What follows belongs to an exercise in optimizing a design on an open flow for small area, a short achievable clock period and few clock cycles per item; a production flow would make more cautious choices.
Where RTL was checked, it was by simulation tests only, not by an equivalence proof against the original.
No functional check of the RTL was part of run 4.
Power and IR drop assume default switching activity.

===== flow/config.mk =====
export PLATFORM = sky130hd
export DESIGN_NAME = FPU
export DESIGN_NICKNAME = FPU
export VERILOG_FILES = /design/flow/design.v
export SDC_FILE = /design/flow/constraint.sdc
export NUM_CORES = 8
export LEC_CHECK = 0
export CAP_MARGIN = 20
export CORE_MARGIN = 2
export CORE_UTILIZATION = 62
export CTS_CLUSTER_DIAMETER = 120
export CTS_CLUSTER_SIZE = 28
export PLACE_DENSITY = 0.7
export SLEW_MARGIN = 20
export SYNTH_HIERARCHICAL = 1
export SYNTH_MINIMUM_KEEP_SIZE = 0
export TNS_END_PERCENT = 20

===== flow/design.v =====
module mul24(input [23:0] a, input [23:0] a2, input [11:0] one, input [11:0] two, input [11:0] neg, input b23, input en, input [25:0] x0, input [25:0] x1, output [47:0] r0, output [47:0] r1);
wire [299:0] pv;
wire [25:0] ax = {1'b0, a, 1'b0};
wire [25:0] ax2 = {1'b0, a2, 1'b0};
wire [23:0] pl = a & {24{b23}};
wire [11:0] nn = ~neg & {12{en}};
wire t1, t2;
wire t3, t4;
wire t5, t6;
wire t7, t8;
wire t9, t10;
wire t11, t12;
wire t13, t14;
wire t15, t16;
wire t17, t18;
wire t19, t20;
wire t21, t22;
wire t23, t24;
wire t25, t26;
wire t27, t28;
wire t29, t30;
wire t31, t32;
wire t33, t34;
wire t35, t36;
wire t37, t38;
wire t39, t40;
wire t41, t42;
wire t43, t44;
wire t45, t46;
wire t47, t48;
wire t49, t50;
wire t51, t52;
wire t53, t54;
wire t55, t56;
wire t57, t58;
wire t59, t60;
wire t61, t62;
wire t63, t64;
wire t65, t66;
wire t67, t68;
wire t69, t70;
wire t71, t72;
wire t73, t74;
wire t75, t76;
wire t77, t78;
wire t79, t80;
wire t81, t82;
wire t83, t84;
wire t85, t86;
wire t87, t88;
wire t89, t90;
wire t91, t92;
wire t93, t94;
wire t95, t96;
wire t97, t98;
wire t99, t100;
wire t101, t102;
wire t103, t104;
wire t105, t106;
wire t107, t108;
wire t109, t110;
wire t111, t112;
wire t113, t114;
wire t115, t116;
wire t117, t118;
wire t119, t120;
wire t121, t122;
wire t123, t124;
wire t125, t126;
wire t127, t128;
wire t129, t130;
wire t131, t132;
wire t133, t134;
wire t135, t136;
wire t137, t138;
wire t139, t140;
wire t141, t142;
wire t143, t144;
wire t145, t146;
wire t147, t148;
wire t149, t150;
wire t151, t152;
wire t153, t154;
wire t155, t156;
wire t157, t158;
wire t159, t160;
wire t161, t162;
wire t163, t164;
wire t165, t166;
wire t167, t168;
wire t169, t170;
wire t171, t172;
wire t173, t174;
wire t175, t176;
wire t177, t178;
wire t179, t180;
wire t181, t182;
wire t183, t184;
wire t185, t186;
wire t187, t188;
wire t189, t190;
wire t191, t192;
wire t193, t194;
wire t195, t196;
wire t197, t198;
wire t199, t200;
wire t201, t202;
wire t203, t204;
wire t205, t206;
wire t207, t208;
wire t209, t210;
wire t211, t212;
wire t213, t214;
wire t215, t216;
wire t217, t218;
wire t219, t220;
wire t221, t222;
wire t223, t224;
wire t225, t226;
wire t227, t228;
wire t229, t230;
wire t231, t232;
wire t233, t234;
wire t235, t236;
wire t237, t238;
wire t239, t240;
wire t241, t242;
wire t243, t244;
wire t245, t246;
wire t247, t248;
wire t249, t250;
wire t251, t252;
wire t253, t254;
wire t255, t256;
wire t257, t258;
wire t259, t260;
wire t261, t262;
wire t263, t264;
wire t265, t266;
wire t267, t268;
wire t269, t270;
wire t271, t272;
wire t273, t274;
wire t275, t276;
wire t277, t278;
wire t279, t280;
wire t281, t282;
wire t283, t284;
wire t285, t286;
wire t287, t288;
wire t289, t290;
wire t291, t292;
wire t293, t294;
wire t295, t296;
wire t297, t298;
wire t299, t300;
wire t301, t302;
wire t303, t304;
wire t305, t306;
wire t307, t308;
wire t309, t310;
wire t311, t312;
wire t313, t314;
wire t315, t316;
wire t317, t318;
wire t319, t320;
wire t321, t322;
wire t323, t324;
wire t325, t326;
wire t327, t328;
wire t329, t330;
wire t331, t332;
wire t333, t334;
wire t335, t336;
wire t337, t338;
wire t339, t340;
wire t341, t342;
wire t343, t344;
wire t345, t346;
wire t347, t348;
wire t349, t350;
wire t351, t352;
wire t353, t354;
wire t355, t356;
wire t357, t358;
wire t359, t360;
wire t361, t362;
wire t363, t364;
wire t365, t366;
wire t367, t368;
wire t369, t370;
wire t371, t372;
wire t373, t374;
wire t375, t376;
wire t377, t378;
wire t379, t380;
wire t381, t382;
wire t383, t384;
wire t385, t386;
wire t387, t388;
wire t389, t390;
wire t391, t392;
wire t393, t394;
wire t395, t396;
wire t397, t398;
wire t399, t400;
wire t401, t402;
wire t403, t404;
wire t405, t406;
wire t407, t408;
wire t409, t410;
wire t411, t412;
wire t413, t414;
wire t415, t416;
wire t417, t418;
wire t419, t420;
wire t421, t422;
wire t423, t424;
wire t425, t426;
wire t427, t428;
wire t429, t430;
wire t431, t432;
wire t433, t434;
wire t435, t436;
wire t437, t438;
wire t439, t440;
wire t441, t442;
wire t443, t444;
wire t445, t446;
wire t447, t448;
wire t449, t450;
wire t451, t452;
wire t453, t454;
wire t455, t456;
wire t457, t458;
wire t459, t460;
wire t461, t462;
wire t463, t464;
wire t465, t466;
wire t467, t468;
wire t469, t470;
wire t471, t472;
wire t473, t474;
wire t475, t476;
wire t477, t478;
wire t479, t480;
wire t481, t482;
wire t483, t484;
wire t485, t486;
wire t487, t488;
wire t489, t490;
wire t491, t492;
wire t493, t494;
wire t495, t496;
wire t497, t498;
wire t499, t500;
wire t501, t502;
wire t503, t504;
wire t505, t506;
wire t507, t508;
wire t509, t510;
wire t511, t512;
wire t513, t514;
wire t515, t516;
wire t517, t518;
wire t519, t520;
wire t521, t522;
wire t523, t524;
wire t525, t526;
wire t527, t528;
wire t529, t530;
wire t531, t532;
wire t533, t534;
wire t535, t536;
wire t537, t538;
wire t539, t540;
wire t541, t542;
wire t543, t544;
wire t545, t546;
wire t547, t548;
wire t549, t550;
wire t551, t552;
wire t553, t554;
wire t555, t556;
wire t557, t558;
wire t559, t560;
wire t561, t562;
wire t563, t564;
wire t565, t566;
wire t567, t568;
wire t569, t570;
wire t571, t572;
wire t573, t574;
wire t575, t576;
wire t577, t578;
wire t579, t580;
wire t581, t582;
wire t583, t584;
wire t585, t586;
wire t587, t588;
wire t589, t590;
wire t591, t592;
genvar gi, gj;
generate for (gi = 0; gi < 6; gi = gi + 1) begin : g_pp
  for (gj = 0; gj < 25; gj = gj + 1) begin : g_j
    bpp u(one[gi], two[gi], neg[gi], ax2[gj+1], ax2[gj], pv[gi*25+gj]);
  end
end endgenerate
generate for (gi = 6; gi < 12; gi = gi + 1) begin : g_pq
  for (gj = 0; gj < 25; gj = gj + 1) begin : g_j
    bpp u(one[gi], two[gi], neg[gi], ax[gj+1], ax[gj], pv[gi*25+gj]);
  end
end endgenerate
ha2 ut1(pv[16], pv[39], t1, t2);
ha2 ut3(pv[17], pv[40], t3, t4);
fa3 ut5(pv[18], pv[41], pv[64], t5, t6);
ha2 ut7(pv[87], pv[110], t7, t8);
fa3 ut9(pv[19], pv[42], pv[65], t9, t10);
ha2 ut11(pv[88], pv[111], t11, t12);
fa3 ut13(pv[20], pv[43], pv[66], t13, t14);
fa3 ut15(pv[89], pv[112], pv[135], t15, t16);
ha2 ut17(pv[158], pv[181], t17, t18);
fa3 ut19(pv[21], pv[44], pv[67], t19, t20);
fa3 ut21(pv[90], pv[113], pv[136], t21, t22);
ha2 ut23(pv[159], pv[182], t23, t24);
fa3 ut25(pv[22], pv[45], pv[68], t25, t26);
fa3 ut27(pv[91], pv[114], pv[137], t27, t28);
fa3 ut29(pv[160], pv[183], pv[206], t29, t30);
ha2 ut31(pv[229], pv[252], t31, t32);
fa3 ut33(pv[23], pv[46], pv[69], t33, t34);
fa3 ut35(pv[92], pv[115], pv[138], t35, t36);
fa3 ut37(pv[161], pv[184], pv[207], t37, t38);
ha2 ut39(pv[230], pv[253], t39, t40);
fa3 ut41(pv[24], pv[47], pv[70], t41, t42);
fa3 ut43(pv[93], pv[116], pv[139], t43, t44);
fa3 ut45(pv[162], pv[185], pv[208], t45, t46);
fa3 ut47(pv[231], pv[254], pv[277], t47, t48);
fa3 ut49(neg[0], pv[48], pv[71], t49, t50);
fa3 ut51(pv[94], pv[117], pv[140], t51, t52);
fa3 ut53(pv[163], pv[186], pv[209], t53, t54);
fa3 ut55(pv[232], pv[255], pv[278], t55, t56);
fa3 ut57(neg[0], pv[49], pv[72], t57, t58);
fa3 ut59(pv[95], pv[118], pv[141], t59, t60);
fa3 ut61(pv[164], pv[187], pv[210], t61, t62);
fa3 ut63(pv[233], pv[256], pv[279], t63, t64);
fa3 ut65(nn[0], nn[1], pv[73], t65, t66);
fa3 ut67(pv[96], pv[119], pv[142], t67, t68);
fa3 ut69(pv[165], pv[188], pv[211], t69, t70);
fa3 ut71(pv[234], pv[257], pv[280], t71, t72);
fa3 ut73(en, pv[74], pv[97], t73, t74);
fa3 ut75(pv[120], pv[143], pv[166], t75, t76);
fa3 ut77(pv[189], pv[212], pv[235], t77, t78);
ha2 ut79(pv[258], pv[281], t79, t80);
fa3 ut81(nn[2], pv[98], pv[121], t81, t82);
fa3 ut83(pv[144], pv[167], pv[190], t83, t84);
fa3 ut85(pv[213], pv[236], pv[259], t85, t86);
fa3 ut87(en, pv[99], pv[122], t87, t88);
fa3 ut89(pv[145], pv[168], pv[191], t89, t90);
ha2 ut91(pv[214], pv[237], t91, t92);
fa3 ut93(nn[3], pv[123], pv[146], t93, t94);
fa3 ut95(pv[169], pv[192], pv[215], t95, t96);
fa3 ut97(en, pv[124], pv[147], t97, t98);
ha2 ut99(pv[170], pv[193], t99, t100);
fa3 ut101(nn[4], pv[148], pv[171], t101, t102);
ha2 ut103(en, pv[149], t103, t104);
ha2 ut105(pv[10], pv[33], t105, t106);
ha2 ut107(pv[11], pv[34], t107, t108);
fa3 ut109(pv[12], pv[35], pv[58], t109, t110);
ha2 ut111(pv[81], pv[104], t111, t112);
fa3 ut113(pv[13], pv[36], pv[59], t113, t114);
ha2 ut115(pv[82], pv[105], t115, t116);
fa3 ut117(pv[14], pv[37], pv[60], t117, t118);
fa3 ut119(pv[83], pv[106], pv[129], t119, t120);
ha2 ut121(pv[152], pv[175], t121, t122);
fa3 ut123(pv[15], pv[38], pv[61], t123, t124);
fa3 ut125(pv[84], pv[107], pv[130], t125, t126);
ha2 ut127(pv[153], pv[176], t127, t128);
fa3 ut129(t1, pv[62], pv[85], t129, t130);
fa3 ut131(pv[108], pv[131], pv[154], t131, t132);
fa3 ut133(pv[177], pv[200], neg[8], t133, t134);
fa3 ut135(t2, t3, pv[63], t135, t136);
fa3 ut137(pv[86], pv[109], pv[132], t137, t138);
fa3 ut139(pv[155], pv[178], pv[201], t139, t140);
fa3 ut141(t4, t5, t7, t141, t142);
fa3 ut143(pv[133], pv[156], pv[179], t143, t144);
fa3 ut145(pv[202], pv[225], neg[9], t145, t146);
fa3 ut147(t6, t8, t9, t147, t148);
fa3 ut149(t11, pv[134], pv[157], t149, t150);
fa3 ut151(pv[180], pv[203], pv[226], t151, t152);
fa3 ut153(t10, t12, t13, t153, t154);
fa3 ut155(t15, t17, pv[204], t155, t156);
fa3 ut157(pv[227], pv[250], neg[10], t157, t158);
fa3 ut159(t14, t16, t18, t159, t160);
fa3 ut161(t19, t21, t23, t161, t162);
fa3 ut163(pv[205], pv[228], pv[251], t163, t164);
fa3 ut165(t20, t22, t24, t165, t166);
fa3 ut167(t25, t27, t29, t167, t168);
fa3 ut169(t31, pv[275], neg[11], t169, t170);
fa3 ut171(t26, t28, t30, t171, t172);
fa3 ut173(t32, t33, t35, t173, t174);
fa3 ut175(t37, t39, pv[276], t175, t176);
fa3 ut177(t34, t36, t38, t177, t178);
fa3 ut179(t40, t41, t43, t179, t180);
fa3 ut181(t45, t47, pl[0], t181, t182);
fa3 ut183(t42, t44, t46, t183, t184);
fa3 ut185(t48, t49, t51, t185, t186);
fa3 ut187(t53, t55, pl[1], t187, t188);
fa3 ut189(t50, t52, t54, t189, t190);
fa3 ut191(t56, t57, t59, t191, t192);
fa3 ut193(t61, t63, pl[2], t193, t194);
fa3 ut195(t58, t60, t62, t195, t196);
fa3 ut197(t64, t65, t67, t197, t198);
fa3 ut199(t69, t71, pl[3], t199, t200);
fa3 ut201(t66, t68, t70, t201, t202);
fa3 ut203(t72, t73, t75, t203, t204);
fa3 ut205(t77, t79, pl[4], t205, t206);
fa3 ut207(t74, t76, t78, t207, t208);
fa3 ut209(t80, t81, t83, t209, t210);
fa3 ut211(t85, pv[282], pl[5], t211, t212);
fa3 ut213(t82, t84, t86, t213, t214);
fa3 ut215(t87, t89, t91, t215, t216);
fa3 ut217(pv[260], pv[283], pl[6], t217, t218);
fa3 ut219(t88, t90, t92, t219, t220);
fa3 ut221(t93, t95, pv[238], t221, t222);
fa3 ut223(pv[261], pv[284], pl[7], t223, t224);
fa3 ut225(t94, t96, t97, t225, t226);
fa3 ut227(t99, pv[216], pv[239], t227, t228);
fa3 ut229(pv[262], pv[285], pl[8], t229, t230);
fa3 ut231(t98, t100, t101, t231, t232);
fa3 ut233(pv[194], pv[217], pv[240], t233, t234);
fa3 ut235(pv[263], pv[286], pl[9], t235, t236);
fa3 ut237(t102, t103, pv[172], t237, t238);
fa3 ut239(pv[195], pv[218], pv[241], t239, t240);
fa3 ut241(pv[264], pv[287], pl[10], t241, t242);
fa3 ut243(t104, nn[5], pv[173], t243, t244);
fa3 ut245(pv[196], pv[219], pv[242], t245, t246);
fa3 ut247(pv[265], pv[288], pl[11], t247, t248);
fa3 ut249(en, pv[174], pv[197], t249, t250);
fa3 ut251(pv[220], pv[243], pv[266], t251, t252);
ha2 ut253(pv[289], pl[12], t253, t254);
fa3 ut255(nn[6], pv[198], pv[221], t255, t256);
fa3 ut257(pv[244], pv[267], pv[290], t257, t258);
fa3 ut259(en, pv[199], pv[222], t259, t260);
ha2 ut261(pv[245], pv[268], t261, t262);
fa3 ut263(nn[7], pv[223], pv[246], t263, t264);
ha2 ut265(en, pv[224], t265, t266);
ha2 ut267(pv[6], pv[29], t267, t268);
ha2 ut269(pv[7], pv[30], t269, t270);
fa3 ut271(pv[8], pv[31], pv[54], t271, t272);
ha2 ut273(pv[77], pv[100], t273, t274);
fa3 ut275(pv[9], pv[32], pv[55], t275, t276);
ha2 ut277(pv[78], pv[101], t277, t278);
fa3 ut279(t105, pv[56], pv[79], t279, t280);
fa3 ut281(pv[102], pv[125], neg[5], t281, t282);
fa3 ut283(t106, t107, pv[57], t283, t284);
fa3 ut285(pv[80], pv[103], pv[126], t285, t286);
fa3 ut287(t108, t109, t111, t287, t288);
fa3 ut289(pv[127], pv[150], neg[6], t289, t290);
fa3 ut291(t110, t112, t113, t291, t292);
fa3 ut293(t115, pv[128], pv[151], t293, t294);
fa3 ut295(t114, t116, t117, t295, t296);
fa3 ut297(t119, t121, neg[7], t297, t298);
fa3 ut299(t118, t120, t122, t299, t300);
fa3 ut301(t123, t125, t127, t301, t302);
fa3 ut303(t124, t126, t128, t303, t304);
fa3 ut305(t129, t131, t133, t305, t306);
fa3 ut307(t130, t132, t134, t307, t308);
fa3 ut309(t135, t137, t139, t309, t310);
fa3 ut311(t136, t138, t140, t311, t312);
fa3 ut313(t141, t143, t145, t313, t314);
fa3 ut315(t142, t144, t146, t315, t316);
fa3 ut317(t147, t149, t151, t317, t318);
fa3 ut319(t148, t150, t152, t319, t320);
fa3 ut321(t153, t155, t157, t321, t322);
fa3 ut323(t154, t156, t158, t323, t324);
fa3 ut325(t159, t161, t163, t325, t326);
fa3 ut327(t160, t162, t164, t327, t328);
fa3 ut329(t165, t167, t169, t329, t330);
fa3 ut331(t166, t168, t170, t331, t332);
fa3 ut333(t171, t173, t175, t333, t334);
fa3 ut335(t172, t174, t176, t335, t336);
fa3 ut337(t177, t179, t181, t337, t338);
fa3 ut339(t178, t180, t182, t339, t340);
fa3 ut341(t183, t185, t187, t341, t342);
fa3 ut343(t184, t186, t188, t343, t344);
fa3 ut345(t189, t191, t193, t345, t346);
fa3 ut347(t190, t192, t194, t347, t348);
fa3 ut349(t195, t197, t199, t349, t350);
fa3 ut351(t196, t198, t200, t351, t352);
fa3 ut353(t201, t203, t205, t353, t354);
fa3 ut355(t202, t204, t206, t355, t356);
fa3 ut357(t207, t209, t211, t357, t358);
fa3 ut359(t208, t210, t212, t359, t360);
fa3 ut361(t213, t215, t217, t361, t362);
fa3 ut363(t214, t216, t218, t363, t364);
fa3 ut365(t219, t221, t223, t365, t366);
fa3 ut367(t220, t222, t224, t367, t368);
fa3 ut369(t225, t227, t229, t369, t370);
fa3 ut371(t226, t228, t230, t371, t372);
fa3 ut373(t231, t233, t235, t373, t374);
fa3 ut375(t232, t234, t236, t375, t376);
fa3 ut377(t237, t239, t241, t377, t378);
fa3 ut379(t238, t240, t242, t379, t380);
fa3 ut381(t243, t245, t247, t381, t382);
fa3 ut383(t244, t246, t248, t383, t384);
fa3 ut385(t249, t251, t253, t385, t386);
fa3 ut387(t250, t252, t254, t387, t388);
fa3 ut389(t255, t257, pl[13], t389, t390);
fa3 ut391(t256, t258, t259, t391, t392);
fa3 ut393(t261, pv[291], pl[14], t393, t394);
fa3 ut395(t260, t262, t263, t395, t396);
fa3 ut397(pv[269], pv[292], pl[15], t397, t398);
fa3 ut399(t264, t265, pv[247], t399, t400);
fa3 ut401(pv[270], pv[293], pl[16], t401, t402);
fa3 ut403(t266, nn[8], pv[248], t403, t404);
fa3 ut405(pv[271], pv[294], pl[17], t405, t406);
fa3 ut407(en, pv[249], pv[272], t407, t408);
ha2 ut409(pv[295], pl[18], t409, t410);
fa3 ut411(nn[9], pv[273], pv[296], t411, t412);
ha2 ut413(en, pv[274], t413, t414);
ha2 ut415(pv[4], pv[27], t415, t416);
ha2 ut417(pv[5], pv[28], t417, t418);
fa3 ut419(t267, pv[52], pv[75], t419, t420);
fa3 ut421(t268, t269, pv[53], t421, t422);
fa3 ut423(t270, t271, t273, t423, t424);
fa3 ut425(t272, t274, t275, t425, t426);
fa3 ut427(t276, t278, t279, t427, t428);
fa3 ut429(t280, t282, t283, t429, t430);
fa3 ut431(t284, t286, t287, t431, t432);
fa3 ut433(t288, t290, t291, t433, t434);
fa3 ut435(t292, t294, t295, t435, t436);
fa3 ut437(t296, t298, t299, t437, t438);
fa3 ut439(t300, t302, t303, t439, t440);
fa3 ut441(t304, t306, t307, t441, t442);
fa3 ut443(t308, t310, t311, t443, t444);
fa3 ut445(t312, t314, t315, t445, t446);
fa3 ut447(t316, t318, t319, t447, t448);
fa3 ut449(t320, t322, t323, t449, t450);
fa3 ut451(t324, t326, t327, t451, t452);
fa3 ut453(t328, t330, t331, t453, t454);
fa3 ut455(t332, t334, t335, t455, t456);
fa3 ut457(t336, t338, t339, t457, t458);
fa3 ut459(t340, t342, t343, t459, t460);
fa3 ut461(t344, t346, t347, t461, t462);
fa3 ut463(t348, t350, t351, t463, t464);
fa3 ut465(t352, t354, t355, t465, t466);
fa3 ut467(t356, t358, t359, t467, t468);
fa3 ut469(t360, t362, t363, t469, t470);
fa3 ut471(t364, t366, t367, t471, t472);
fa3 ut473(t368, t370, t371, t473, t474);
fa3 ut475(t372, t374, t375, t475, t476);
fa3 ut477(t376, t378, t379, t477, t478);
fa3 ut479(t380, t382, t383, t479, t480);
fa3 ut481(t384, t386, t387, t481, t482);
fa3 ut483(t388, t390, t391, t483, t484);
fa3 ut485(t392, t394, t395, t485, t486);
fa3 ut487(t396, t398, t399, t487, t488);
fa3 ut489(t400, t402, t403, t489, t490);
fa3 ut491(t404, t406, t407, t491, t492);
fa3 ut493(t408, t410, t411, t493, t494);
fa3 ut495(t412, t413, pv[297], t495, t496);
fa3 ut497(t414, nn[10], pv[298], t497, t498);
ha2 ut499(en, pv[299], t499, t500);
ha2 ut501(pv[2], pv[25], t501, t502);
ha2 ut503(pv[3], pv[26], t503, t504);
fa3 ut505(t415, pv[50], neg[2], t505, t506);
fa3 ut507(t416, t417, pv[51], t507, t508);
fa3 ut509(t418, t419, neg[3], t509, t510);
fa3 ut511(t420, t421, pv[76], t511, t512);
fa3 ut513(t422, t423, neg[4], t513, t514);
fa3 ut515(t424, t425, t277, t515, t516);
fa3 ut517(t426, t427, t281, t517, t518);
fa3 ut519(t428, t429, t285, t519, t520);
fa3 ut521(t430, t431, t289, t521, t522);
fa3 ut523(t432, t433, t293, t523, t524);
fa3 ut525(t434, t435, t297, t525, t526);
fa3 ut527(t436, t437, t301, t527, t528);
fa3 ut529(t438, t439, t305, t529, t530);
fa3 ut531(t440, t441, t309, t531, t532);
fa3 ut533(t442, t443, t313, t533, t534);
fa3 ut535(t444, t445, t317, t535, t536);
fa3 ut537(t446, t447, t321, t537, t538);
fa3 ut539(t448, t449, t325, t539, t540);
fa3 ut541(t450, t451, t329, t541, t542);
fa3 ut543(t452, t453, t333, t543, t544);
fa3 ut545(t454, t455, t337, t545, t546);
fa3 ut547(t456, t457, t341, t547, t548);
fa3 ut549(t458, t459, t345, t549, t550);
fa3 ut551(t460, t461, t349, t551, t552);
fa3 ut553(t462, t463, t353, t553, t554);
fa3 ut555(t464, t465, t357, t555, t556);
fa3 ut557(t466, t467, t361, t557, t558);
fa3 ut559(t468, t469, t365, t559, t560);
fa3 ut561(t470, t471, t369, t561, t562);
fa3 ut563(t472, t473, t373, t563, t564);
fa3 ut565(t474, t475, t377, t565, t566);
fa3 ut567(t476, t477, t381, t567, t568);
fa3 ut569(t478, t479, t385, t569, t570);
fa3 ut571(t480, t481, t389, t571, t572);
fa3 ut573(t482, t483, t393, t573, t574);
fa3 ut575(t484, t485, t397, t575, t576);
fa3 ut577(t486, t487, t401, t577, t578);
fa3 ut579(t488, t489, t405, t579, t580);
fa3 ut581(t490, t491, t409, t581, t582);
fa3 ut583(t492, t493, pl[19], t583, t584);
fa3 ut585(t494, t495, pl[20], t585, t586);
fa3 ut587(t496, t497, pl[21], t587, t588);
fa3 ut589(t498, t499, pl[22], t589, t590);
fa3 ut591(t500, nn[11], pl[23], t591, t592);
assign r0 = {t590, t588, t586, t584, t582, t580, t578, t576, t574, t572, t570, t568, t566, t564, t562, t560, t558, t556, t554, t552, t550, t548, t546, t544, t542, t540, t538, t536, t534, t532, t530, t528, t526, t524, t522, t520, t518, t516, t514, t512, t510, t508, t506, t504, t502, t501, pv[1], pv[0]} | {x0, 22'd0};
assign r1 = {t591, t589, t587, t585, t583, t581, t579, t577, t575, t573, t571, t569, t567, t565, t563, t561, t559, t557, t555, t553, t551, t549, t547, t545, t543, t541, t539, t537, t535, t533, t531, t529, t527, t525, t523, t521, t519, t517, t515, t513, t511, t509, t507, t505, t503, neg[1], 1'b0, neg[0]} | {x1, 22'd0};
endmodule
module fa3(input a, input b, input c, output s, output co);
assign s = a ^ b ^ c;
assign co = (a & b) | (a & c) | (b & c);
endmodule
module bpp(input one, input two, input neg, input x, input xl, output p);
assign p = ((one & x) | (two & xl)) ^ neg;
endmodule
module ha2(input a, input b, output s, output co);
assign s = a ^ b;
assign co = a & b;
endmodule
module FPU(
input [31:0] Data1,
input [31:0] Data2,
input Clock,
input Reset,
input In_Data_Valid,
input Op,
output reg [31:0] Data_Out,
output reg Out_Data_Valid
);
reg [31:0] a0;
reg [31:23] b0;
reg [23:0] ab0;
reg mz2_0, andz0;
reg [11:0] one0, two0, neg0;
reg b23_0, ha0;
reg op0;
wire [25:0] be = {1'b0, |Data2[30:23], Data2[22:0], 1'b0};
integer i;
reg [2:0] vp;
always @(posedge Clock) begin
	a0 <= Data1;
	b0 <= Data2[31:23];
	op0 <= Op;
	ha0 <= |Data1[30:23];
	ab0 <= Op ? {|Data1[30:23], Data1[22:0]} : {|Data2[30:23], Data2[22:0]};
	mz2_0 <= ~|Data2[22:0];
	andz0 <= ~|(Data1[30:0] & Data2[30:0]);
	b23_0 <= Op & (|Data2[30:23]);
	for (i = 0; i < 12; i = i + 1) begin
		one0[i] <= Op & (be[2*i+1] ^ be[2*i]);
		two0[i] <= Op & ((be[2*i+2] & ~be[2*i+1] & ~be[2*i]) | (~be[2*i+2] & be[2*i+1] & be[2*i]));
		neg0[i] <= Op & be[2*i+2];
	end
end
always @(posedge Clock)
if (Reset) begin
	vp <= 3'd0;
	Out_Data_Valid <= 1'b0;
end else begin
	vp <= {vp[1:0], In_Data_Valid};
	Out_Data_Valid <= vp[2];
end
wire s1 = a0[31];
wire s2 = b0[31];
wire [7:0] e1 = a0[30:23];
wire [7:0] e2 = b0[30:23];
wire [23:0] MA = {ha0, a0[22:0]};
wire [23:0] MB = ab0;    
wire addm = ~op0;
wire swap = {e2, ab0[22:0]} > a0[30:0];
wire ge = e1 >= e2;
wire [7:0] d = ge ? (e1 - e2) : (e2 - e1);
wire [7:0] eL = ge ? e1 : e2;
wire [23:0] ML = swap ? MB : {|e1, a0[22:0]};
wire [23:0] MS = swap ? {|e1, a0[22:0]} : MB;
wire sub = addm & (s1 ^ s2);
wire [23:0] MSs = (op0 || d > 8'd23) ? 24'd0 : (MS >> d[4:0]);
wire [47:0] A0 = {1'b0, ML & {24{addm}}, sub, 22'd0};
wire [47:0] A1 = {sub, MSs ^ {24{sub}}, sub, 22'd0};
wire [47:0] r0, r1;
mul24 mul(.a(MA), .a2(ab0), .one(one0), .two(two0), .neg(neg0), .b23(b23_0), .en(op0),
	.x0(A0[47:22]), .x1(A1[47:22]), .r0(r0), .r1(r1));
wire [9:0] expm = {2'b00, e1} + {2'b00, e2} - 10'd127;
wire [9:0] base = op0 ? expm : {2'b00, eL};
wire [9:0] thr = base - 10'd254;
wire ff1 = &e1;
wire ff2 = &e2;
wire mz1 = ~|a0[22:0];
wire mz2 = mz2_0;
wire z1 = ~|a0[30:0];
wire z2 = ~|e2 & mz2_0;
wire nan = (ff1 & ~mz1) | (ff2 & ~mz2);
wire inf1 = ff1 & mz1;
wire inf2 = ff2 & mz2;
wire efa = nan | (inf1 & inf2 & (s1 ^ s2));
wire efm = nan | (z1 & inf2) | (z2 & inf1);
wire [9:0] bp = base + 10'd1;
reg [47:0] row0, row1;
reg [7:0] bp1;
reg men1, negx1;
reg thrv1, thrge1;
reg op1, sg1, ef1, nzand1, andz1;
always @(posedge Clock) begin
	row0 <= r0;
	row1 <= r1;
	bp1 <= bp[7:0];
	men1 <= ~bp[9] & (bp <= 10'd24);
	negx1 <= bp[9];
	thrv1 <= ~thr[9] & (thr <= 10'd24);
	thrge1 <= ~thr[9] & (thr >= 10'd25);
	op1 <= op0;
	sg1 <= op0 ? (s1 ^ s2) : (swap ? s2 : s1);
	ef1 <= op0 ? efm : efa;
	nzand1 <= ~z1 & ~z2;
	andz1 <= andz0;
end
wire [47:0] X = row0 + row1;
reg [47:0] X2;
reg [7:0] bp2;
reg men2, negx2;
reg thrv2, thrge2;
reg op2, sg2, ef2, nzand2, andz2;
always @(posedge Clock) begin
	X2 <= X;
	bp2 <= bp1;
	men2 <= men1;
	negx2 <= negx1;
	thrv2 <= thrv1;
	thrge2 <= thrge1;
	op2 <= op1;
	sg2 <= sg1;
	ef2 <= ef1;
	nzand2 <= nzand1;
	andz2 <= andz1;
end
wire negx = negx2;
wire [24:0] mask = men2 ? (25'h1000000 >> bp2[4:0]) : 25'd0;
wire [31:0] lzin32 = {X2[47:23] | mask, 7'h7f};
wire [31:0] lz_z0 = ~lzin32;
wire [15:0] lz_z1;
wire [15:0] lz_c1;
assign lz_z1[0] = lz_z0[1] & lz_z0[0];
assign lz_c1[0] = lz_z0[1];
assign lz_z1[1] = lz_z0[3] & lz_z0[2];
assign lz_c1[1] = lz_z0[3];
assign lz_z1[2] = lz_z0[5] & lz_z0[4];
assign lz_c1[2] = lz_z0[5];
assign lz_z1[3] = lz_z0[7] & lz_z0[6];
assign lz_c1[3] = lz_z0[7];
assign lz_z1[4] = lz_z0[9] & lz_z0[8];
assign lz_c1[4] = lz_z0[9];
assign lz_z1[5] = lz_z0[11] & lz_z0[10];
assign lz_c1[5] = lz_z0[11];
assign lz_z1[6] = lz_z0[13] & lz_z0[12];
assign lz_c1[6] = lz_z0[13];
assign lz_z1[7] = lz_z0[15] & lz_z0[14];
assign lz_c1[7] = lz_z0[15];
assign lz_z1[8] = lz_z0[17] & lz_z0[16];
assign lz_c1[8] = lz_z0[17];
assign lz_z1[9] = lz_z0[19] & lz_z0[18];
assign lz_c1[9] = lz_z0[19];
assign lz_z1[10] = lz_z0[21] & lz_z0[20];
assign lz_c1[10] = lz_z0[21];
assign lz_z1[11] = lz_z0[23] & lz_z0[22];
assign lz_c1[11] = lz_z0[23];
assign lz_z1[12] = lz_z0[25] & lz_z0[24];
assign lz_c1[12] = lz_z0[25];
assign lz_z1[13] = lz_z0[27] & lz_z0[26];
assign lz_c1[13] = lz_z0[27];
assign lz_z1[14] = lz_z0[29] & lz_z0[28];
assign lz_c1[14] = lz_z0[29];
assign lz_z1[15] = lz_z0[31] & lz_z0[30];
assign lz_c1[15] = lz_z0[31];
wire [7:0] lz_z2;
wire [15:0] lz_c2;
assign lz_z2[0] = lz_z1[1] & lz_z1[0];
assign lz_c2[1:0] = lz_z1[1] ? {1'b1, lz_c1[0:0]} : {1'b0, lz_c1[1:1]};
assign lz_z2[1] = lz_z1[3] & lz_z1[2];
assign lz_c2[3:2] = lz_z1[3] ? {1'b1, lz_c1[2:2]} : {1'b0, lz_c1[3:3]};
assign lz_z2[2] = lz_z1[5] & lz_z1[4];
assign lz_c2[5:4] = lz_z1[5] ? {1'b1, lz_c1[4:4]} : {1'b0, lz_c1[5:5]};
assign lz_z2[3] = lz_z1[7] & lz_z1[6];
assign lz_c2[7:6] = lz_z1[7] ? {1'b1, lz_c1[6:6]} : {1'b0, lz_c1[7:7]};
assign lz_z2[4] = lz_z1[9] & lz_z1[8];
assign lz_c2[9:8] = lz_z1[9] ? {1'b1, lz_c1[8:8]} : {1'b0, lz_c1[9:9]};
assign lz_z2[5] = lz_z1[11] & lz_z1[10];
assign lz_c2[11:10] = lz_z1[11] ? {1'b1, lz_c1[10:10]} : {1'b0, lz_c1[11:11]};
assign lz_z2[6] = lz_z1[13] & lz_z1[12];
assign lz_c2[13:12] = lz_z1[13] ? {1'b1, lz_c1[12:12]} : {1'b0, lz_c1[13:13]};
assign lz_z2[7] = lz_z1[15] & lz_z1[14];
assign lz_c2[15:14] = lz_z1[15] ? {1'b1, lz_c1[14:14]} : {1'b0, lz_c1[15:15]};
wire [3:0] lz_z3;
wire [11:0] lz_c3;
assign lz_z3[0] = lz_z2[1] & lz_z2[0];
assign lz_c3[2:0] = lz_z2[1] ? {1'b1, lz_c2[1:0]} : {1'b0, lz_c2[3:2]};
assign lz_z3[1] = lz_z2[3] & lz_z2[2];
assign lz_c3[5:3] = lz_z2[3] ? {1'b1, lz_c2[5:4]} : {1'b0, lz_c2[7:6]};
assign lz_z3[2] = lz_z2[5] & lz_z2[4];
assign lz_c3[8:6] = lz_z2[5] ? {1'b1, lz_c2[9:8]} : {1'b0, lz_c2[11:10]};
assign lz_z3[3] = lz_z2[7] & lz_z2[6];
assign lz_c3[11:9] = lz_z2[7] ? {1'b1, lz_c2[13:12]} : {1'b0, lz_c2[15:14]};
wire [1:0] lz_z4;
wire [7:0] lz_c4;
assign lz_z4[0] = lz_z3[1] & lz_z3[0];
assign lz_c4[3:0] = lz_z3[1] ? {1'b1, lz_c3[2:0]} : {1'b0, lz_c3[5:3]};
assign lz_z4[1] = lz_z3[3] & lz_z3[2];
assign lz_c4[7:4] = lz_z3[3] ? {1'b1, lz_c3[8:6]} : {1'b0, lz_c3[11:9]};
wire [0:0] lz_z5;
wire [4:0] lz_c5;
assign lz_z5[0] = lz_z4[1] & lz_z4[0];
assign lz_c5[4:0] = lz_z4[1] ? {1'b1, lz_c4[3:0]} : {1'b0, lz_c4[7:4]};
wire [4:0] cnt = lz_c5;
wire zeroM = ~|X2[47:23];
wire [46:0] q0 = X2[46:0];
wire [46:0] q1 = cnt[4] ? {q0[30:0], 16'd0} : q0;
wire [46:0] q2 = cnt[3] ? {q1[38:0], 8'd0} : q1;
wire [46:0] q3 = cnt[2] ? {q2[42:0], 4'd0} : q2;
wire [46:0] q4 = cnt[1] ? {q3[44:0], 2'd0} : q3;
wire [46:0] shl = cnt[0] ? {q4[45:0], 1'd0} : q4;
wire [7:0] et = bp2 - {3'd0, cnt};
wire [4:0] thr5 = bp2[4:0] + 5'd1;
wire [24:0] therm = ~(25'h0ffffff >> thr5);
wire OFm = thrge2 | (thrv2 & (|(X2[47:23] & therm)));
wire bp255 = (bp2 == 8'd255);
wire OFa = zeroM ? bp255 : ((bp255 & X2[47]) | ((bp2 == 8'd0) & ~X2[47] & X2[46]));
wire OF = op2 ? OFm : OFa;
wire zero25 = ~|lzin32[31:7];
wire [22:0] mres = (OF || negx || zero25 || (op2 && andz2)) ? 23'd0 : shl[46:24];
wire [7:0] eres = OF ? 8'hFF :
                  (op2 ? ((nzand2 && !negx) ? et : 8'd0)
                       : (zeroM ? 8'd0 : et));
always @(posedge Clock)
	Data_Out <= ef2 ? 32'hFFFFFFFF : {sg2, eres, mres};
endmodule

===== flow/flow/run.sh =====
#!/bin/bash
set -euo pipefail
bash standard.sh SETUP_SLACK_MARGIN=10.9 'BUFFER_PORTS_ARGS=-buffer_cell sky130_fd_sc_hd__buf_1' finish > standard.log 2>&1

===== flow/constraint.sdc =====
create_clock -name core_clock -period 15.0 [get_ports {Clock}]
set_input_delay 3.0000 -clock core_clock [delete_from_list [all_inputs] [get_ports {Clock}]]
set_output_delay 3.0000 -clock core_clock [all_outputs]
set_load 0.01 [all_outputs]

===== flow/standard.sh =====
#!/bin/bash
# synth_recipe.tcl (not shown) runs the flow's synth.tcl, then flattens the netlist and writes it again
# the make line also repeats each setting of config.mk as NAME=value (left out here)
make -C /OpenROAD-flow-scripts/flow DESIGN_CONFIG=/design/flow/config.mk WORK_HOME=/design/flow/orfs CLKGATE_MAP_FILE= SYNTH_SCRIPT=/design/flow/synth_recipe.tcl "${@:-finish}"

==> results of run 1 <==
==> how the worst max path moves through the flow <==
| stage | startpoint | endpoint |
|---|---|---|
| floorplan | one0[10] | row1[27] |
| global placement | b0[23] | row1[27] |
| detailed placement | a0[2] | row1[27] |
| CTS | b0[30] | row1[27] |
| global route | a0[13] | row1[27] |
| finish | b0[23] | row1[27] |
==> modules after synthesis, one instance, submodules excluded <==
module | area (sq um) | cells | copies in the design | flip-flops and latches
FPU | 17520 | 1933 | 1 | 319
fa3 | 20.02 | 1 | 264 | 0
bpp | 21.27 | 2 | 300 | 0
mul24 | 935.9 | 136 | 1 | 0
ha2 | 12.51 | 1 | 32 | 0
==> critical path: stages, from the launching register on <==
cell and delay, ns:
dfxtp_4 0.40, inv_4 0.04, ha_4 0.24, buf_12 0.12, nand4b_1 0.17, buf_6 0.14, nor4_4 0.39, a21bo_4 0.30
a41o_4 0.27, a21oi_4 0.23, buf_6 0.14, mux2_4 0.29, mux4_2 0.50, buf_6 0.15, o31ai_4 0.24, a2111oi_4 0.05
xnor2_1 0.15, or2_4 0.23
==> metrics by stage <==
stage          hold slack (ns)  power (mW)    util  setup WS [ns]  instance area, sq um
3_5_place_dp            0.3121       5.541  0.6513          9.727                 31750
5_1_grt                 0.3328       6.639  0.6954          10.75                 33900
6_report                0.3216       6.278  0.6955          10.82                 33910
4_1_cts                 0.3279       6.067  0.6742          10.85                 32870
3_3_place_gp            0.3116       5.459  0.6513          9.842                 31750
2_1_floorplan           0.3096       4.216       -          10.90                 30630
==> routing by layer <==
metal  up-vias  share of wire  global-route usage
met5         -        0.00078                   0
met4        12          0.067              0.2386
met3       443           0.10             0.09055
met2      1630           0.46              0.6242
met1     12600           0.37              0.4827
li1      11000              -                   -
==> registers in the layout (all words and copies together) (netlist names), 9 cells and up <==
name / cells
two0: 12
neg0: 12
X2: 48
row1: 48
b0: 9
ab0: 24
Data_Out: 32
one0: 12
row0: 48
a0: 32
==> cells by family (layout without fill, tap and decap cells) <==
kind of cell	Yosys count	in the layout	share of synthesized area
fa+ha+maj	420	420	0.2383
mux	167	167	0.05787
xor+xnor	412	412	0.1185
other cells	2	28	0.0002460
simple gates	607	607	0.1057
compound gates	818	820	0.2356
flops	319	319	0.2092
buf+inv	220	355	0.03463
==> report_power, final <==
part,switching (mW),internal [mW],leakage (nW)
logic,2.51,1.91,9.72
registers,0.226,1.16,2.69
clock network,0.280,0.196,0.211
==> cell type report <==
cell class / instances / area [sq um] / area share
multi-input combinational: 2452 / 23880 / 0.7042
inverter: 90 / 345.3 / 0.01019
tap: 664 / 830.8 / 0.02450
clock inverter: 2 / 25.02 / 0.0007381
clock buffer: 17 / 402.9 / 0.01188
antenna: 2 / 5.005 / 0.0001476
sequential: 319 / 6484 / 0.1912
timing repair buffer: 246 / 1937 / 0.05713
==> repair_timing <==
item / in CTS / in global routing
gates resized for setup: 97 / 146
pin swaps: 14 / 22
hold buffers: 0 / 0
gates cloned: 4 / 1
setup buffers: 28 / 36
setup endpoints to repair: 73 / 62
==> cells in the final DEF, fill, tap and decap left out, types with 21 or more instances in the layout <==
cell type	synthesis	final
xnor2_1	380	379
and2_1	37	36
buf_4	49	83
a22oi_2	301	301
nand3_1	34	31
fa_1	269	268
a31oi_1	37	35
inv_1	86	84
nand4_1	31	31
buf_1	4	99
nand2_1	138	135
buf_6	4	43
nor4_1	25	22
a21oi_1	144	138
or2_2	57	55
ha_1	151	140
nor2_1	105	96
nor2b_1	37	35
dfxtp_1	319	279
nor3_1	49	43
xor2_1	31	31
mux2i_1	123	113
mux2_2	39	36
o21ai_0	89	86
dfxtp_2	0	21
a21o_1	45	45
conb_1	2	26
==> flow_summary.ini, run 1 <==
[worst_setup_path]
cp-end-kind = flop
cp.arrival_ns = 4.61
cp_max_fo = 6
worst-r2r-setup-slack_ns = 10.82
crit_type = flop to flop
critical_path_required_ns = 15.43
r2r-start = b0[23]
reg2reg_depth = 17
r2r-end = row1[27]
startpoint_type = flop

[status]
status = timing/DRC/antenna clean

[synth]
synth_enable_flop_cells = 0
synthTopCellsByCount = 380 x xnor2_1, 319 x dfxtp_1, 301 x a22oi_2
synth_flop_cell = dfxtp_1
synthCells = 2965
ys_ff_latch = 319
yosysMostFrequentCell = xnor2_1
synth-seq-area-share = 0.2092
synthArstFlopShare = 0
synth_top_area_cell = dfxtp_1
syn_avg_cell_area_sq_um = 10.30
synthTopCellsByArea = dfxtp_1 21%, fa_1 18%, a22oi_2 12%
synth_cell_types = 91
synth_warnings = 7
netlist_area_sq_mm = 0.03053
yosysTopAreaCellShare = 0.2092

[floorplanning]
start_util = 0.6262
die-area_sq_mm = 0.05103
core-area_sq_mm = 0.04875
io_pins = 101
num_rows = 81
die_y_um = 225.9
die_w_um = 225.9

[timing]
post-route-min-period_ns = 4.180
skew_ns = 0.03186
max_freq_mhz = 239.2
tightest_slew_ns = 1.028
rsz0062_at_grt = true
hold_viol_final = 0
relSlewSlack = 0.3148
period_share = 0.2787
maxSlewViolCount = 0
setup_tns_ns = 0
setup_violations = 0

[drt]
viasPerCell = 6.773
drc = 0
first_iter_violations = 2405
antenna_left = 0
wirelength_um = 102500
drt_pre_antenna_iters = 7
wl_per_cell_um = 27.02
num_vias = 25680

[power]
total_leakage_power_nw = 12.62
p_per_area_mw_per_mm2 = 185.2
peakVddDrop_uv = 128.4

[clock_tree]
clk_path_buf_depth = 3
clk_pin_slew_worst_paths_ns = 0.11
cts_sinks = 319
clk_latency_ns = 0.56
cts_tree = built
htree_levels = 1
numCtsBuffers = 15
cts_root_buf = clkbuf_16

[finish]
n_fill_cell = 3730
area_growth_pct = 11.07
stdcell_count = 3792
drive_gt1_frac = 0.2406
fin_nets = 3612

[min_path]
hp-start = sg1
hold_depth = 0
hold_path.class = flop to flop
worstHoldEndpoint = sg2

[global_routing]
grt_pass1_vias = 26110
antenna_found_initial = 10
grt_pass1_wl_um = 152500
gr-total-overflow = 0
grt_max_degree = 62
grt.total_usage = 0.3916

[place]
port_buffers = 100
dp_hpwl_um = 73640
dpl.cell_count = 3701
gp_congestion = 1.040

[flow_run]
maxCapViolations = 0
Testbench counts, summed over its fixed seeds: cycles 14,231, items 8,000.
==> run 2, diff against run 1 <==
--- a/flow/config.mk
+++ b/flow/config.mk
@@ -14,4 +14,4 @@
 export SLEW_MARGIN = 20
 export SYNTH_HIERARCHICAL = 1
 export SYNTH_MINIMUM_KEEP_SIZE = 0
-export TNS_END_PERCENT = 20
+export TNS_END_PERCENT = 5
==> run 2 against run 1 <==
Effect of this change:
- still clean
- synthesized area unchanged
- maximum frequency decreased by 1.1%
- non-clock buffer count shrank 36
- critical path type unchanged
- critical endpoint unchanged
==> flow_summary.ini, run 2 <==
[status]
status = timing/DRC/antenna clean

[floorplanning]
start_util = 0.6262
num_rows = 81
die-area_sq_mm = 0.05103
die_w_um = 225.9
die_y_um = 225.9
io_pins = 101
core-area_sq_mm = 0.04875

[worst_setup_path]
cp_max_fo = 5
crit_end = row1[27]
critPathLaunch = b0[23]
r2r-start = b0[23]
max_stage_delay_ns = 0.51
cp.buffers_inverters = 5
reg2reg_depth = 17
critical_path_cell_count = 17
r2r-end = row1[27]
critical_path_required_ns = 15.46
worst-r2r-setup-slack_ns = 10.77
cp.arrival_ns = 4.68
crit_family = compound AO/OA/AOI/OAI gates
crit_slowest_cell = mux4_2
path_cells = inv_4 > ha_4 > buf_12 > nand4b_1 > buf_6 > nor4_4 > a21bo_4 > a41o_4 > a21oi_4 > buf_12 > mux2_2 > mux4_2 > buf_6 > o31ai_4 > a2111oi_4 > xnor2_1 > or2_4
cp-end-kind = flop
startpoint_type = flop
crit_type = flop to flop

[synth]
synthCells = 2965
synth-seq-area-share = 0.2092
synth_top_area_cell = dfxtp_1
syn_avg_cell_area_sq_um = 10.30
ys_ff_latch = 319
synth_enable_flop_cells = 0
synth_cell_types = 91
synthTopCellsByArea = dfxtp_1 21%, fa_1 18%, a22oi_2 12%
synth_flop_cell = dfxtp_1
synth_warnings = 7
synthArstFlopShare = 0
netlist_area_sq_mm = 0.03053
yosysTopAreaCellShare = 0.2092
yosysMostFrequentCell = xnor2_1
synthTopCellsByCount = 380 x xnor2_1, 319 x dfxtp_1, 301 x a22oi_2

[global_routing]
grt_pass1_vias = 25570
grt_max_degree = 71
grt.total_usage = 0.3830
grt_pass1_wl_um = 149900
antenna_found_initial = 4
gr-total-overflow = 0

[flow_run]
maxCapViolations = 0

[timing]
setup_tns_ns = 0
post-route-min-period_ns = 4.227
setup_violations = 0
max_freq_mhz = 236.6
skew_ns = 0.04517
maxSlewViolCount = 0
tightest_slew_ns = 1.104
post-route-worst-setup-slack_ns = 10.77
period_share = 0.2818
relSlewSlack = 0.2639
rsz0062_at_grt = true
hold_viol_final = 0

[power]
p_per_area_mw_per_mm2 = 188.4
total_leakage_power_nw = 12.32
peakVddDrop_uv = 187.6

[place]
gp_congestion = 0.9914
dp_slack_ns = 9.704
dpl_cell_area_sq_mm = 0.03173
dp_hpwl_um = 73200
port_buffers = 100

[clock_tree]
clk_latency_ns = 0.57
cts_tree = built
cts_sinks = 319
hold_buffers = 0
clk_pin_slew_worst_paths_ns = 0.10
clk_path_buf_depth = 3
cts_root_buf = clkbuf_16
numCtsBuffers = 16
htree_levels = 1

[finish]
insertedDiodeCount = 0
n_fill_cell = 3937
stdcell_area_sq_mm = 0.03311
area_growth_pct = 8.456
final_cell_mix = 380 x xnor2_1, 301 x a22oi_2, 282 x dfxtp_1
final_common_cell = xnor2_1
fin_nets = 3577
reg_top3 = X2 x48, row0 x48, row1 x48
fin_util = 0.6792
drive_gt1_frac = 0.2228

[drt]
drc = 0
first_iter_violations = 2594
viasPerCell = 6.686
wl_per_cell_um = 26.12
num_vias = 25120
wirelength_um = 98130
antenna_left = 0
drt_pre_antenna_iters = 5

[min_path]
hold_path.class = flop to flop
## run 2: changes by cell type in the layout (fill, tap and decap cells not counted), moves of 3 or more
cell	delta
a21oi_1	+4
a21oi_2	-4
buf_12	-4
buf_16	-5
buf_4	+13
buf_6	-38
dfxtp_1	+3
mux2_2	+3
mux2_4	-3
mux2i_1	+3
mux2i_4	-3
## run 2: cells by family (layout without fill, tap and decap cells)
logic type,Yosys count,count (layout),synth area share
other,2,26,0.0002460
buffers and inverters,220,322,0.03463
XOR/XNOR,412,412,0.1185
adder cells (fa/ha/maj),420,420,0.2383
flip-flops,319,319,0.2092
AND/OR/NAND/NOR,607,607,0.1057
multiplexers,167,168,0.05787
AO/OA/AOI/OAI,818,819,0.2356
## run 2: modules after synthesis, one instance, submodules excluded
| module | flops+latches | cells inside | times used |
|---|---|---|---|
| mul24 | 0 | 136 | 1 |
| bpp | 0 | 2 | 300 |
| fa3 | 0 | 1 | 264 |
| ha2 | 0 | 1 | 32 |
| FPU | 319 | 1933 | 1 |
## run 2: where the power goes
part           internal (mW)  switching, mW
Sequential              1.16          0.232
Combinational           1.86           2.49
Clock                  0.213          0.289
Total                   3.23           3.01
## run 2: what timing repair did
action / in CTS / in global routing
endpoints found under the setup margin: 73 / 60
resized for setup: 87 / 59
setup buffers: 19 / 14
gates cloned: 3 / 1
pin swaps: 11 / 12
## run 2: area by class of cell
type / count / area, sq um / area share
Inverter: 90 / 347.8 / 0.01051
Sequential cell: 319 / 6477 / 0.1956
Timing Repair Buffer: 210 / 1340 / 0.04047
Tap cell: 664 / 830.8 / 0.02509
Clock buffer: 18 / 429.2 / 0.01296
Clock inverter: 4 / 53.80 / 0.001625
Multi-Input combinational cell: 2452 / 23630 / 0.7137
## run 2: how the worst min path moves through the flow
stage / slack, ns / from / endpoint / depth (start not counted)
floorplan: 0.31 / andz0 / andz1 / 0
global placement: 0.31 / nzand1 / nzand2 / 0
detailed placement: 0.31 / thrv1 / thrv2 / 0
CTS: 0.33 / bp1[1] / bp2[1] / 0
global route: 0.34 / bp1[6] / bp2[6] / 0
finish: 0.33 / bp1[0] / bp2[0] / 0
## run 2: worst register-to-register path, cell delays in order, from the launching register on
cell       delay, ns
dfxtp_4         0.39
inv_4           0.05
ha_4            0.25
buf_12          0.12
nand4b_1        0.18
buf_6           0.15
nor4_4          0.40
a21bo_4         0.29
a41o_4          0.27
a21oi_4         0.21
buf_12          0.14
mux2_2          0.32
mux4_2          0.51
buf_6           0.15
o31ai_4         0.24
a2111oi_4       0.06
xnor2_1         0.17
or2_4           0.24
## run 2: metrics by stage
step / total power, mW / instances / hold WS, ns
after floorplan: 4.216 / 2989 / 0.3096
after global placement: 5.495 / 3698 / 0.3103
after detailed placement: 5.582 / 3698 / 0.3121
after CTS: 6.112 / 3742 / 0.3327
after global routing: 6.609 / 3757 / 0.3422
final: 6.238 / 3757 / 0.3314
## run 2: metal layers
metal  routed length (um)  share of wire  up-vias  GRT usage
li1                     -              -    10940          -
met1                37950           0.39    12380     0.4816
met2                45440           0.46     1395     0.6222
met3                 8227          0.084      406    0.06753
met4                 6485          0.066        2     0.2181
met5                   18        0.00018        -          0
==> run 3, diff against run 2 <==
--- a/flow/config.mk
+++ b/flow/config.mk
@@ -10,7 +10,7 @@
 export CORE_UTILIZATION = 62
 export CTS_CLUSTER_DIAMETER = 120
 export CTS_CLUSTER_SIZE = 28
-export PLACE_DENSITY = 0.7
+export PLACE_DENSITY = 0.75
 export SLEW_MARGIN = 20
 export SYNTH_HIERARCHICAL = 1
 export SYNTH_MINIMUM_KEEP_SIZE = 0
==> run 3 against run 2 <==
Effect of this change:
- maximum frequency down 0.11%
- register-to-register slack about the same
- utilization up 1.6 points
- die area unchanged
- sequential cell count unchanged
- critical endpoint unchanged
- setup slack worse by 0.0049 ns
- largest cell class unchanged
- still clean on timing, DRC and antenna
==> flow_summary.ini, run 3 <==
[status]
status = timing/DRC/antenna clean

[timing]
period_share = 0.2822
hold_slack_ns = 0.3210
skew_ns = 0.03930
post-route-min-period_ns = 4.232
hold_viol_final = 0
setup_tns_ns = 0
max_freq_mhz = 236.3
maxSlewViolCount = 0
post-route-worst-setup-slack_ns = 10.77
rsz0062_at_grt = true
relSlewSlack = 0.2870
setup_violations = 0
tightest_slew_ns = 1.056

[power]
clockPowerShare = 0.085
p_comb_frac = 0.699
peakVddDrop_uv = 203.9
p_int_mw = 3.343
power.switching_mw = 3.097
total_leakage_power_nw = 12.65
power_mw = 6.439
p_per_area_mw_per_mm2 = 190.0
seqPwrFrac = 0.216
netSwitchingFraction = 0.4809

[drt]
drt_pre_antenna_iters = 6
wl_met3_um = 8875
m1WireLength_um = 39020
first_iter_violations = 2933
wirelength_um = 100700
viasPerCell = 6.720
wl_per_cell_um = 26.56
num_vias = 25470
antenna_left = 0
drc = 0
wl_met2_um = 46470
top_layer_used = met5

[synth]
synthAdderAreaFrac = 0.2383
synth_flop_cell = dfxtp_1
netlist_area_sq_mm = 0.03053
yosysMostFrequentCell = xnor2_1
synth-seq-area-share = 0.2092
synthXorXnorAreaFrac = 0.1185
synth_top_family_by_area = adder cells
synth_cell_types = 91
yosysTopAreaCellShare = 0.2092
synthArstFlopShare = 0
synthMuxAreaShare = 0.05787
synth_warnings = 7
synthTopCellsByArea = dfxtp_1 21%, fa_1 18%, a22oi_2 12%
synth_enable_flop_cells = 0
synth-compound-area-share = 0.2356
yosys.area_share.simple = 0.1057
syn_avg_cell_area_sq_um = 10.30
ys_ff_latch = 319
synth_top_area_cell = dfxtp_1
synthCells = 2965
synthTopCellsByCount = 380 x xnor2_1, 319 x dfxtp_1, 301 x a22oi_2

[global_routing]
gr-total-overflow = 0
antenna_found_initial = 6
grt_max_degree = 63
grt.total_usage = 0.3848
grt_pass1_wl_um = 150400
grt_pass1_vias = 25220

[place]
port_buffers = 100
gp_congestion = 1.037
dp_hpwl_um = 73760
dp_slack_ns = 9.613

[floorplanning]
die_w_um = 225.9
core-area_sq_mm = 0.04875
num_rows = 81
start_util = 0.6262
io_pins = 101
die_y_um = 225.9
die-area_sq_mm = 0.05103

[worst_setup_path]
cp-end-kind = flop
max_stage_delay_ns = 0.52
crit_slowest_cell = mux4_2
cp.buffers_inverters = 7
cp_max_fo = 5
crit_family = simple AND/OR/NAND/NOR gates
path_cells = inv_4 > ha_4 > buf_12 > nand4b_1 > buf_6 > nor4_4 > buf_4 > and3_4 > clkinvlp_4 > o21ai_4 > buf_8 > mux2_4 > mux4_2 > buf_6 > o31ai_4 > a2111oi_4 > xnor2_1 > or2_4
critical_path_required_ns = 15.43
startpoint_type = flop
crit_type = flop to flop
cp.arrival_ns = 4.66
cpMostUsedCell = buf_6

[clock_tree]
clk_pin_slew_worst_paths_ns = 0.10
cts_sinks = 319
cts_tree = built
clk_latency_ns = 0.57
htree_levels = 1
numCtsBuffers = 16
cts_root_buf = clkbuf_16
clk_path_buf_depth = 3

[finish]
insertedDiodeCount = 0
drive_gt1_frac = 0.2390
final_common_cell = xnor2_1
final_cell_mix = 377 x xnor2_1, 301 x a22oi_2, 277 x dfxtp_1
reg_top3 = X2 x48, row0 x48, row1 x48
fin_nets = 3609
area_growth_pct = 11.03

[flow_run]
maxCapViolations = 0

[min_path]
hold_path.class = flop to flop
## run 3: cell families (layout without fill, tap and decap cells)
| group | Yosys count | count (layout) |
|---|---|---|
| fa+ha+maj | 420 | 420 |
| xor+xnor | 412 | 412 |
| mux | 167 | 167 |
| compound gates | 818 | 820 |
| flops | 319 | 319 |
| buf+inv | 220 | 355 |
| simple gates | 607 | 607 |
| other cells | 2 | 26 |
## run 3: stage by stage
| step | cells | utilization | instance area, sq um |
|---|---|---|---|
| final | 3790 | 0.6953 | 33890 |
| after global routing | 3790 | 0.6953 | 33890 |
| after CTS | 3755 | 0.6772 | 33010 |
| after detailed placement | 3700 | 0.6508 | 31730 |
| after global placement | 3700 | 0.6508 | 31730 |
| after floorplan | 2989 | - | 30630 |
## run 3: worst reg2reg max path, cell delays in order (launching register included)
cell and delay [ns]:
dfxtp_4 0.40, inv_4 0.05, ha_4 0.24, buf_12 0.12
nand4b_1 0.19, buf_6 0.16, nor4_4 0.38, buf_4 0.18
and3_4 0.24, clkinvlp_4 0.16, o21ai_4 0.15, buf_8 0.17
mux2_4 0.31, mux4_2 0.52, buf_6 0.15, o31ai_4 0.25
a2111oi_4 0.06, xnor2_1 0.15, or2_4 0.22
## run 3: final timing paths
check / from / to / slack (ns) / cells past startpoint
worst min-delay path: thrv1 / thrv2 / 0.32 / 0
worst max register to register: b0[23] / row1[27] / 10.77 / 18
worst max-delay path: b0[23] / row1[27] / 10.77 / 18
worst min register to register: thrv1 / thrv2 / 0.32 / 0
## run 3: layout make-up
| type | instances | area, sq um |
|---|---|---|
| Sequential cell | 319 | 6489 |
| Timing Repair Buffer | 242 | 1848 |
| Inverter | 90 | 346.6 |
| Multi-Input combinational cell | 2452 | 23840 |
| Fill cell | 3713 | 14850 |
| Clock inverter | 5 | 103.9 |
| Tap cell | 664 | 830.8 |
| Clock buffer | 18 | 439.2 |
## run 3: per-layer routing
layer | global-route usage | vias up
li1 | - | 11010
met1 | 0.4967 | 12580
met2 | 0.6289 | 1462
met3 | 0.06154 | 411
met4 | 0.1891 | 6
met5 | 0 | -
## run 3: power groups by stage
| stage | Clock [mW] | Combinational [mW] | Sequential, mW |
|---|---|---|---|
| after global routing | 0.581 | 4.78 | 1.41 |
| after floorplan | 0 | 2.83 | 1.38 |
| final | 0.546 | 4.50 | 1.39 |
| after global placement | 0 | 4.16 | 1.41 |
| after CTS | 0.555 | 4.31 | 1.39 |
| after detailed placement | 0 | 4.24 | 1.41 |
## run 3: repair_timing
action / 4_1_cts / 5_1_grt
pin swaps: 13 / 24
setup buffers: 28 / 32
cloned: 4 / 3
hold buffers: 0 / 0
gates resized for setup: 110 / 110
endpoints found under the setup margin: 80 / 66
## run 3: per-module statistics from Yosys (local to each module, per instance)
module	times used	cells	flops+latches
FPU	1	1933	319
fa3	264	1	0
mul24	1	136	0
bpp	300	2	0
ha2	32	1	0
==> run 4, diff against run 3 <==
--- a/flow/design.v
+++ b/flow/design.v
@@ -676,9 +676,10 @@
 wire [7:0] d = ge ? (e1 - e2) : (e2 - e1);
 wire [7:0] eL = ge ? e1 : e2;
 wire [23:0] ML = swap ? MB : {|e1, a0[22:0]};
-wire [23:0] MS = swap ? {|e1, a0[22:0]} : MB;
+wire [23:0] MSe = ge ? MB : {|e1, a0[22:0]};
+wire [23:0] MS0 = swap ? {|e1, a0[22:0]} : MB;
 wire sub = addm & (s1 ^ s2);
-wire [23:0] MSs = (op0 || d > 8'd23) ? 24'd0 : (MS >> d[4:0]);
+wire [23:0] MSs = (op0 || d > 8'd23) ? 24'd0 : ((d == 8'd0) ? MS0 : (MSe >> d[4:0]));
 wire [47:0] A0 = {1'b0, ML & {24{addm}}, sub, 22'd0};
 wire [47:0] A1 = {sub, MSs ^ {24{sub}}, sub, 22'd0};
 wire [47:0] r0, r1;
--- a/flow/config.mk
+++ b/flow/config.mk
@@ -7,10 +7,10 @@
 export LEC_CHECK = 0
 export CAP_MARGIN = 20
 export CORE_MARGIN = 2
-export CORE_UTILIZATION = 62
+export CORE_UTILIZATION = 55
 export CTS_CLUSTER_DIAMETER = 120
 export CTS_CLUSTER_SIZE = 28
-export PLACE_DENSITY = 0.75
+export PLACE_DENSITY = 0.65
 export SLEW_MARGIN = 20
 export SYNTH_HIERARCHICAL = 1
 export SYNTH_MINIMUM_KEEP_SIZE = 0
==> run 4 against run 3 <==
Effect of this change:
- sequential cell count unchanged
- worst hold slack improved by 0.0056 ns
- synthesized area up 3.1%
- maximum frequency barely moved
- die area up 16%
- non-clock buffer count decreased by 24
- cell area rose by 0.58%
- critical path type unchanged
- synthesized cell count is 1.8% higher
- global-route usage is 0.62 points lower
- critical endpoint is now row1[30]
- setup slack better by 0.0025 ns
- still clean
==> flow_summary.ini, run 4 <==
[worst_setup_path]
worst-r2r-setup-slack_ns = 10.77
cpMostUsedCell = fa_1
cp_max_fo = 25
cp.buffers_inverters = 1
crit_slowest_cell = fa_1
crit_family = adder cells
crit_type = flop to flop
max_stage_delay_ns = 0.61
startpoint_type = flop
path_cells = buf_4 > a22oi_2 > xnor2_1 > fa_1 > fa_1 > fa_1 > fa_1 > fa_1 > or2_2
critical_path_required_ns = 15.45
cp-end-kind = flop
cp.arrival_ns = 4.68

[drt]
viasPerCell = 6.728
drc = 0
wl_per_cell_um = 29.41
antenna_left = 0
first_iter_violations = 2576
drt_pre_antenna_iters = 6
num_vias = 26190
wirelength_um = 114500

[finish]
final_common_cell = xnor2_1
multiInputGateArea_sq_mm = 0.02434
fin_nets = 3621
seq_area_sq_mm = 0.006450
area_growth_pct = 8.326
n_fill_cell = 4762
stdcell_area_sq_mm = 0.03409
final_cell_mix = 362 x xnor2_1, 301 x a22oi_2, 294 x dfxtp_1
stdcell_count = 3893
drive_gt1_frac = 0.2286
reg_top3 = X2 x48, row0 x48, row1 x48

[place]
dpl.cell_count = 3832
dpl_cell_area_sq_mm = 0.03265
port_buffers = 100
gp_congestion = 0.9585
dp_hpwl_um = 80450
dp_slack_ns = 9.504

[timing]
max_freq_mhz = 236.4
setup_tns_ns = 0
setup_violations = 0
period_share = 0.2820
post-route-min-period_ns = 4.230
relSlewSlack = 0.3139
post-route-worst-setup-slack_ns = 10.77
tightest_slew_ns = 1.029
skew_ns = 0.02132
hold_viol_final = 0
maxSlewViolCount = 0
rsz0062_at_grt = true

[global_routing]
grt_pass1_wl_um = 169800
gr-total-overflow = 0
grt_util_met3 = 0.08956
met1_usage = 0.4633
use_met2 = 0.6117
grt.total_usage = 0.3786
grt_max_degree = 62
grt_busiest_layer = met2
grt_pass1_vias = 27270
antenna_found_initial = 5

[floorplanning]
die-area_sq_mm = 0.05915
die_w_um = 243.2
io_pins = 101
start_util = 0.5570
die_y_um = 243.2
num_rows = 87
core-area_sq_mm = 0.05650

[clock_tree]
cts_root_buf = clkbuf_16
cts_sinks = 319
clk_pin_slew_worst_paths_ns = 0.10
cts_tree = built
clk_path_buf_depth = 3
clk_latency_ns = 0.56
hold_buffers = 0
htree_levels = 1
numCtsBuffers = 17

[synth]
synth_flop_cell = dfxtp_1
synth_enable_flop_cells = 0
syn_avg_cell_area_sq_um = 10.43
ys_ff_latch = 319
synth_warnings = 7
synthTopCellsByCount = 362 x xnor2_1, 319 x dfxtp_1, 300 x a22oi_2
yosysMostFrequentCell = xnor2_1
synth_cell_types = 103
netlist_area_sq_mm = 0.03147
synthArstFlopShare = 0
synth_top_area_cell = dfxtp_1
synthCells = 3018
synth-seq-area-share = 0.2029
synthTopCellsByArea = dfxtp_1 20%, fa_1 17%, a22oi_2 12%
yosysTopAreaCellShare = 0.2029

[power]
seqPwrFrac = 0.224
clockPowerShare = 0.084
p_comb_frac = 0.693
peakVddDrop_uv = 232.0
power_mw = 6.392
p_per_area_mw_per_mm2 = 187.5
netSwitchingFraction = 0.4842
total_leakage_power_nw = 12.59
p_int_mw = 3.297
power.switching_mw = 3.095

[flow_run]
maxCapViolations = 0

[min_path]
hold_path.class = flop to flop

[status]
status = timing/DRC/antenna clean
==> run 4: cell types whose count changed after synthesis, moves of 10 or more <==
| cell | change |
|---|---|
| a211oi_1 | +11 |
| mux4_2 | +19 |
| nand2_1 | -60 |
| nor2_1 | +12 |
| mux2i_1 | -18 |
| a31oi_1 | -15 |
| buf_2 | +21 |
| o211ai_1 | +10 |
| clkbuf_1 | -16 |
| a21o_1 | +12 |
| xnor2_1 | -18 |
==> run 4: cells by family after synthesis <==
group,synth area share
compound gates,0.2465
xor+xnor,0.1110
fa+ha+maj,0.2312
buf+inv,0.03956
flops,0.2029
mux,0.06632
other cells,0.0002386
simple gates,0.1023
==> run 4: layout make-up <==
class                           instances  share of cell area
Multi-Input combinational cell       2482              0.7139
Sequential cell                       319              0.1892
Timing Repair Buffer                  218             0.04305
Tap cell                              756             0.02775
Clock buffer                           17             0.01248
Inverter                               95             0.01057
Clock inverter                          5            0.002936
Antenna cell                            1          0.00007341
==> run 4: modules after synthesis (local to each module, per instance) <==
| module | copies in the design | flip-flops and latches |
|---|---|---|
| fa3 | 264 | 0 |
| bpp | 300 | 0 |
| mul24 | 1 | 0 |
| ha2 | 32 | 0 |
| FPU | 1 | 319 |
==> run 4: final timing paths <==
kind,start,end,depth (start not counted)
max reg2reg,one0[8],row1[30],9
max,one0[8],row1[30],9
min,thrge1,thrge2,0
min reg2reg,thrge1,thrge2,0
==> run 4: power groups by stage <==
| stage | registers, mW | logic (mW) | clock network [mW] |
|---|---|---|---|
| final | 1.43 | 4.43 | 0.535 |
| after global routing | 1.45 | 4.77 | 0.569 |
| after CTS | 1.43 | 4.24 | 0.545 |
| after detailed placement | 1.44 | 4.18 | 0 |
| after global placement | 1.44 | 4.13 | 0 |
| after floorplan | 1.40 | 2.91 | 0 |
==> run 4: through the flow <==
step / utilization / hold WS [ns]
after floorplan: - / 0.3096
after global placement: 0.5778 / 0.3108
after detailed placement: 0.5779 / 0.3128
after CTS: 0.5935 / 0.3250
after global routing: 0.6033 / 0.3282
final: 0.6034 / 0.3266
==> run 4: repair_timing <==
| item | 4_1_cts | 5_1_grt |
|---|---|---|
| resized for setup | 48 | 85 |
| endpoints found under the setup margin | 78 | 73 |
| gates cloned | 3 | 1 |
| buffers inserted | 15 | 19 |
| pin swaps | 7 | 6 |
==> run 4: routing by layer <==
layer	routed length [um]	share of wire	vias up
li1	-	-	11220
met3	11080	0.097	511
met1	43060	0.38	12810
met5	65	0.00057	-
met2	51770	0.45	1649
met4	8519	0.074	4

what the ideal ports hide:
In the flow no input, the clock included, has a driving cell. The finished layouts below were timed again as built, in two steps.
Step 1 (the two cells are an assumption about what drives the block):
set clk [get_ports {Clock}]
set_driving_cell -lib_cell sky130_fd_sc_hd__clkbuf_16 $clk
set_driving_cell -lib_cell sky130_fd_sc_hd__buf_2 [delete_from_list [all_inputs] $clk]
Step 2 also shifts input and output timing later by t, the mid clock arrival at the registers, as if the neighbouring blocks saw the same clock.
a / b / c = ideal / step 1 / step 2; a / b = the first two.
| run | shift t [ns] | setup WS [ns] | clock arrival spread, ns | slew at the worst register clock pin (ns) | worst slew at a driven data input, ns |
|---|---|---|---|---|---|
| run 1 | 0.604 | 10.820 / 10.820 / 10.338 | 0.034 / 0.034 | 0.12 / 0.12 | 0.06 |
| run 2 | 0.607 | 10.773 / 10.773 / 10.507 | 0.045 / 0.045 | 0.12 / 0.12 | 0.05 |
| run 3 | 0.608 | 10.768 / 10.768 / 10.585 | 0.040 / 0.040 | 0.11 / 0.11 | 0.11 |
| run 4 | 0.615 | 10.770 / 10.770 / 10.643 | 0.022 / 0.022 | 0.11 / 0.11 | 0.04 |
After both steps setup and hold are still met in every run listed. For run 1, which loses most, drivers alone change the setup slack by 0.000 ns; drivers and shift together by -0.482 ns.
